From an optimization exercise on the open Yosys and OpenROAD flow, aimed at small area and a short achievable clock period; shortcuts taken in it are not production practice. The RTL was checked by simulation tests, not by an equivalence proof against the original design.

**design/flow/design.v**
```verilog
`timescale 1ns / 1ps
module fir_pipe_1(
    input clk,
    input reset_p,
    input [15:0]x,
    output [15:0]y
    );
    wire [15:0]w_x[0:9];
    wire [31:0]w_acc[0:9];
    wire [31:0]tmp_y;
    FIR_stage state_0_inst( .clk( clk), .reset_p( reset_p), .x_in( x), .acc_in( 32'b0), 
        .coef( 16'b1111111101111000), .x_out( w_x[0]), .acc_out( w_acc[0]));
    FIR_stage state_1_inst( .clk( clk), .reset_p( reset_p), .x_in( w_x[0]), .acc_in( w_acc[0]), 
        .coef( 16'b1111111001110011), .x_out( w_x[1]), .acc_out( w_acc[1]));
    FIR_stage state_2_inst( .clk( clk), .reset_p( reset_p), .x_in( w_x[1]), .acc_in( w_acc[1]), 
        .coef( 16'b1111111110101001), .x_out( w_x[2]), .acc_out( w_acc[2]));
    FIR_stage state_3_inst( .clk( clk), .reset_p( reset_p), .x_in( w_x[2]), .acc_in( w_acc[2]), 
        .coef( 16'b0000101110111100), .x_out( w_x[3]), .acc_out( w_acc[3]));
    FIR_stage state_4_inst( .clk( clk), .reset_p( reset_p), .x_in( w_x[3]), .acc_in( w_acc[3]), 
        .coef( 16'b0010000010010010), .x_out( w_x[4]), .acc_out( w_acc[4]));
    FIR_stage state_5_inst( .clk( clk), .reset_p( reset_p), .x_in( w_x[4]), .acc_in( w_acc[4]), 
        .coef( 16'b0010101110000110), .x_out( w_x[5]), .acc_out( w_acc[5]));
    FIR_stage state_6_inst( .clk( clk), .reset_p( reset_p), .x_in( w_x[5]), .acc_in( w_acc[5]), 
        .coef( 16'b0010000010010010), .x_out( w_x[6]), .acc_out( w_acc[6]));
    FIR_stage state_7_inst( .clk( clk), .reset_p( reset_p), .x_in( w_x[6]), .acc_in( w_acc[6]), 
        .coef( 16'b0000101110111100), .x_out( w_x[7]), .acc_out( w_acc[7]));
    FIR_stage state_8_inst( .clk( clk), .reset_p( reset_p), .x_in( w_x[7]), .acc_in( w_acc[7]), 
        .coef( 16'b1111111110101001), .x_out( w_x[8]), .acc_out( w_acc[8]));
    FIR_stage state_9_inst( .clk( clk), .reset_p( reset_p), .x_in( w_x[8]), .acc_in( w_acc[8]), 
        .coef( 16'b1111111001110011), .x_out( w_x[9]), .acc_out( w_acc[9]));
    FIR_stage state_10_inst( .clk( clk), .reset_p( reset_p), .x_in( w_x[9]), .acc_in( w_acc[9]), 
        .coef( 16'b1111111101111000), .x_out( ), .acc_out( tmp_y));
    assign y = tmp_y[31:16];
endmodule
module FIR_stage(
    input clk,
    input reset_p,
    input [15:0]x_in,
    input [31:0]acc_in,
    input [15:0]coef,
    output [15:0]x_out,
    output [31:0]acc_out
);
    reg [15:0]shift_reg;
    reg [15:0]pipe_reg_in;
    reg [31:0]pipe_reg_acc;
    always@( posedge clk or posedge reset_p)begin
        if( reset_p == 1'b1)begin
            shift_reg <= 16'b0;
            pipe_reg_in <= 16'b0;
            pipe_reg_acc <= 16'b0;
        end else begin
            pipe_reg_in <= x_in;
            shift_reg <= pipe_reg_in;
            pipe_reg_acc <= acc_in;
        end
    end
    assign x_out = shift_reg;
    assign acc_out = $signed(pipe_reg_acc) + ($signed(coef) * $signed(shift_reg));
endmodule
```
**design/flow/run.sh**
```bash
#!/bin/bash
# synth_recipe.tcl (not shown) runs the flow's synth.tcl, then flattens the netlist and writes it again
# the make line also repeats each setting of config.mk as NAME=value (left out here)
make -C /OpenROAD-flow-scripts/flow DESIGN_CONFIG=/design/flow/config.mk WORK_HOME=/design/flow/orfs CLKGATE_MAP_FILE= SYNTH_SCRIPT=/design/flow/synth_recipe.tcl finish
```
**design/flow/config.mk**
```make
export PLATFORM = sky130hd
export DESIGN_NAME = fir_pipe_1
export DESIGN_NICKNAME = fir_pipe_1
export VERILOG_FILES = /design/flow/design.v
export SDC_FILE = /design/flow/constraint.sdc
export NUM_CORES = 4
export LEC_CHECK = 0
export CAP_MARGIN = 20
export CORE_MARGIN = 2
export CORE_UTILIZATION = 40
export SLEW_MARGIN = 20
```
**design/flow/constraint.sdc**
```tcl
create_clock -name core_clock -period 10.0 [get_ports {clk}]
set_input_delay 2.0000 -clock core_clock [delete_from_list [all_inputs] [get_ports {clk}]]
set_output_delay 2.0000 -clock core_clock [all_outputs]
set_load 0.01 [all_outputs]
```
==> impl_summary.txt <==
----------------------------------------------------
[STA]
  Number of pins with negative max-slew slack in the final report ... 0
  Setup violators final ... 0
  Number of hold violations in the final report ... 0
  RSZ-0062 raised after global routing ... false
  Transition time at the pin with the least slew margin ... between 900 and 1000 ps
  Worst slew slack as a fraction of its limit ... between 30% and 40%
  Max Clk Rate ... 104.7 MHz
  Period Utilization, post-route ... 95.53%
  Worst-case clock skew ... around 33 ps
  Min Clock Period, post-route ... roughly 9600 ps

[Detailed routing]
  DRC errors left ... 0
  Post-route antenna net violation count ... 0
  Average routed wire per standard cell ... ~15 µm
  Number of DRC violations after detailed-routing iteration 0 ... 1,964
  Avg Vias per Cell ... 4.923
  Detailed-route wire length ... approximately 130 mm
  Detailed-routing iteration count for the pre-antenna-repair pass ... 5
  Overall via count from detail_route ... 42,700

[Global route]
  Pin count of the biggest net entering global routing ... between 100 and 150
  Total routing resource utilization after global routing ... 16.97%
  Number of antenna violations at the first check in global routing ... 1
  Via count of the first global-routing pass ... 43,760
  GRT Residual Overflow ... 0
  Wire length of the first global-routing pass ... 226.1 mm

[Die]
  Starting density of the core ... between 40 and 50%
  I/O pin count ... 34
  Die Height ... 406.0 µm
  Area of the core region ... 160,600 µm²
  Chip width ... a little over 400 µm
  Floorplan die area ... 164,900 µm²
  Row Count ... 147

[Synth]
  Async set or reset register ratio after synthesis ... 100.0%
  Combined area of all synthesized cells ... 64,650 µm²
  Yosys top cell area share ... 25.43%
  Flip-flop and latch count after synthesis ... between 600 and 700
  Number of unique standard cell types used by synthesis ... between 90 and 100
  Most common cell in the netlist ... inv_1
  Ranking of synthesized cells by instance count ... inv_1 (1,252), ha_1 (1,126), dfrtp_1 (657)
  Most area-consuming cells after synthesis ... dfrtp_1 (25%), ha_1 (22%), fa_1 (18%)
  Mapped Avg Cell Area ... 10.17 µm²
  Net count after synthesis ... about 8,000
  Ys flop type ... dfrtp_1
  Number of synthesized flops with an enable pin ... 0
  Sequential-to-total area share from yosys stat ... 25.43%
  Cell type with the largest total area after synthesis ... dfrtp_1
  Gate Count Post-Synth ... 6,355
  Syn. warnings ... 2

[Finish]
  Final instance area ... about 70,000 µm²
  Fraction of final layout cells sized beyond drive strength 1 ... 3.577%
  NumNets Final ... a little over 8,000
  Growth of design area from synthesis to finish ... 9.004%
  Antenna diode instance count ... 0
  Filler instances ... 15,260
  Non-filler instance count after layout ... 8,673
  Core occupancy in the finished layout ... 43.89%

[Setup path]
  RR Endpoint ... state_10_inst.pipe_reg_acc[31]
  CP Launch Type ... flip-flop
  Crit path launch ... state_10_inst.shift_reg[4]
  Highest fanout seen on the critical path ... 4
  Critical path endpoint category ... output port
  Worst flop-to-flop path startpoint ... state_9_inst.shift_reg[5]
  Worst reg-to-reg setup slack ... 2290 ps
  Data arrival time at the worst-slack endpoint ... 7550 ps
  Logic depth of the worst register-to-register path ... 27
  Category of the critical setup timing path ... flip-flop to output port
  Most frequent CP cell ... inv_1
  Required time at the worst-slack endpoint ... 8000 ps
  Crit path capture ... y[12]
  Maximum cell stage delay along the critical path ... between 500 and 600 ps
  Cell type of the slowest stage on the worst timing path ... fa_1

[Clock tree]
  Clock slew seen by the registers of the worst setup and hold paths ... 70 ps
  TritonCTS clock tree ... done
  Clock network latency to the later pin of the worst-skew pair ... 670 ps
  Number of hold-repair buffers added at the cts stage ... 0
  Root Buffer ... clkbuf_16
  Deepest level of the CTS H-tree ... 3
  Deepest clock path buffer count ... 3
  Number of buffers inserted during clock tree synthesis ... 74
  Clock sink total ... 657

[Run]
  Max-cap violation count ... 0

[Placed design]
  Global placement routability congestion ... 0.8595
  Half-perimeter wire length after placement ... between 100 and 150 mm
  Number of input and output port buffers inserted ... 33
  Instance area after placement ... 67,740 µm²
  Cells after DPL ... 8,540

[Min path]
  Hold Crit Class ... flip-flop to flip-flop

[Outcome]
  Run status ... no timing/DRC/antenna violations

----------------------------------------------------
worst max-delay path: cells and delay by family, from the launching register on:
family | cells | cell delay (ps)
AOI/OAI and AO/OA | 11 | 1920
adders and majority gates | 6 | 2510
and+or+nand+nor | 6 | 960
buffers and inverters | 5 | 790
xor gates and xnor gates | 2 | 290
DFF | 1 | 400
cell type report:
class	instances	area, µm²	share of cell area [%]
Multi-Input combinational cell	4426	43520	61.75
Sequential cell	657	16440	23.33
Inverter	1252	4703	6.674
Tap cell	2160	2703	3.835
Clock buffer	89	1998	2.835
Clock inverter	40	618.1	0.8770
Timing Repair Buffer	49	495.5	0.7030
metal layers:
layer	global-route usage (%)	wire length, µm	vias to the layer above
met4	4.076	3116	0
met1	23.65	63970	20780
met2	28.05	62370	492
met5	0	0	-
li1	-	-	21280
met3	2.098	4179	155
kinds of logic after synthesis:
group                      count (synthesis)  share of synthesized area (%)
DFF                                      657                          25.43
adders and majority gates               1718                          40.12
AOI/OAI and AO/OA                       1176                          12.14
muxes                                     15                         0.2438
buffers and inverters                   1272                          7.391
xor gates and xnor gates                 523                          7.151
and+or+nand+nor                          994                          7.528
timing repair:
item                                    CTS  global route
setup buffers                             3             1
pin swaps                                 3             1
endpoints found under the setup margin    5             5
gates resized for setup                   8            14
metrics by stage:
stage | hold WS [ps] | TNS, ps | setup slack (ps)
after global placement | 331.6 | 0 | 419.1
after global routing | 336.7 | 0 | 34.69
final | 333.1 | 0 | 446.7
after floorplan | 331.2 | -644200 | -980.5
after detailed placement | 334.7 | 0 | 392.7
after CTS | 331.3 | 0 | 3.177
layout by cell type (no fill, tap or decap), types with 94 or more instances in the layout:
cell type / count
xor2_1: 137
ha_1: 1126
o21ai_0: 187
nand2_1: 178
nor2_1: 302
a21oi_1: 347
dfrtp_1: 657
nand3_1: 94
fa_1: 592
inv_1: 1251
xnor2_1: 382
a21o_1: 178
worst min path at each step:
stage / from / end / slack, ps / cells past startpoint
detailed placement: state_0_inst.pipe_reg_in[12] / state_0_inst.shift_reg[12] / 330 / 0
CTS: state_7_inst.pipe_reg_in[2] / state_7_inst.shift_reg[2] / 330 / 0
global placement: state_7_inst.pipe_reg_in[11] / state_7_inst.shift_reg[11] / 330 / 0
floorplan: state_0_inst.pipe_reg_in[0] / state_0_inst.shift_reg[0] / 330 / 0
finish: state_7_inst.pipe_reg_in[10] / state_7_inst.shift_reg[10] / 330 / 0
global route: state_7_inst.pipe_reg_in[2] / state_7_inst.shift_reg[2] / 340 / 0

==> afterwards: timing with drivers on the ports <==
The flow's constraints put no driver on any port. The routed layout listed below was extracted and timed again, unchanged, in two steps.
Step 1, drivers: a clkbuf_16 drives clk and a buf_2 each remaining input, both assumed.
Step 2 also shifts input and output timing later by t, the mid clock arrival at the registers, as if the neighbouring blocks saw the same clock.
Three values: ideal, step 1, step 2; two values: the first two.
t, ns: 0.724
slack for setup (ns): 0.447 / 0.373 / 1.097
slew at the worst register clock pin (ns): 0.07 / 0.07
After both steps this run still meets setup and hold. The setup slack of this run moves by -0.074 ns with the drivers and by +0.650 ns with both steps.
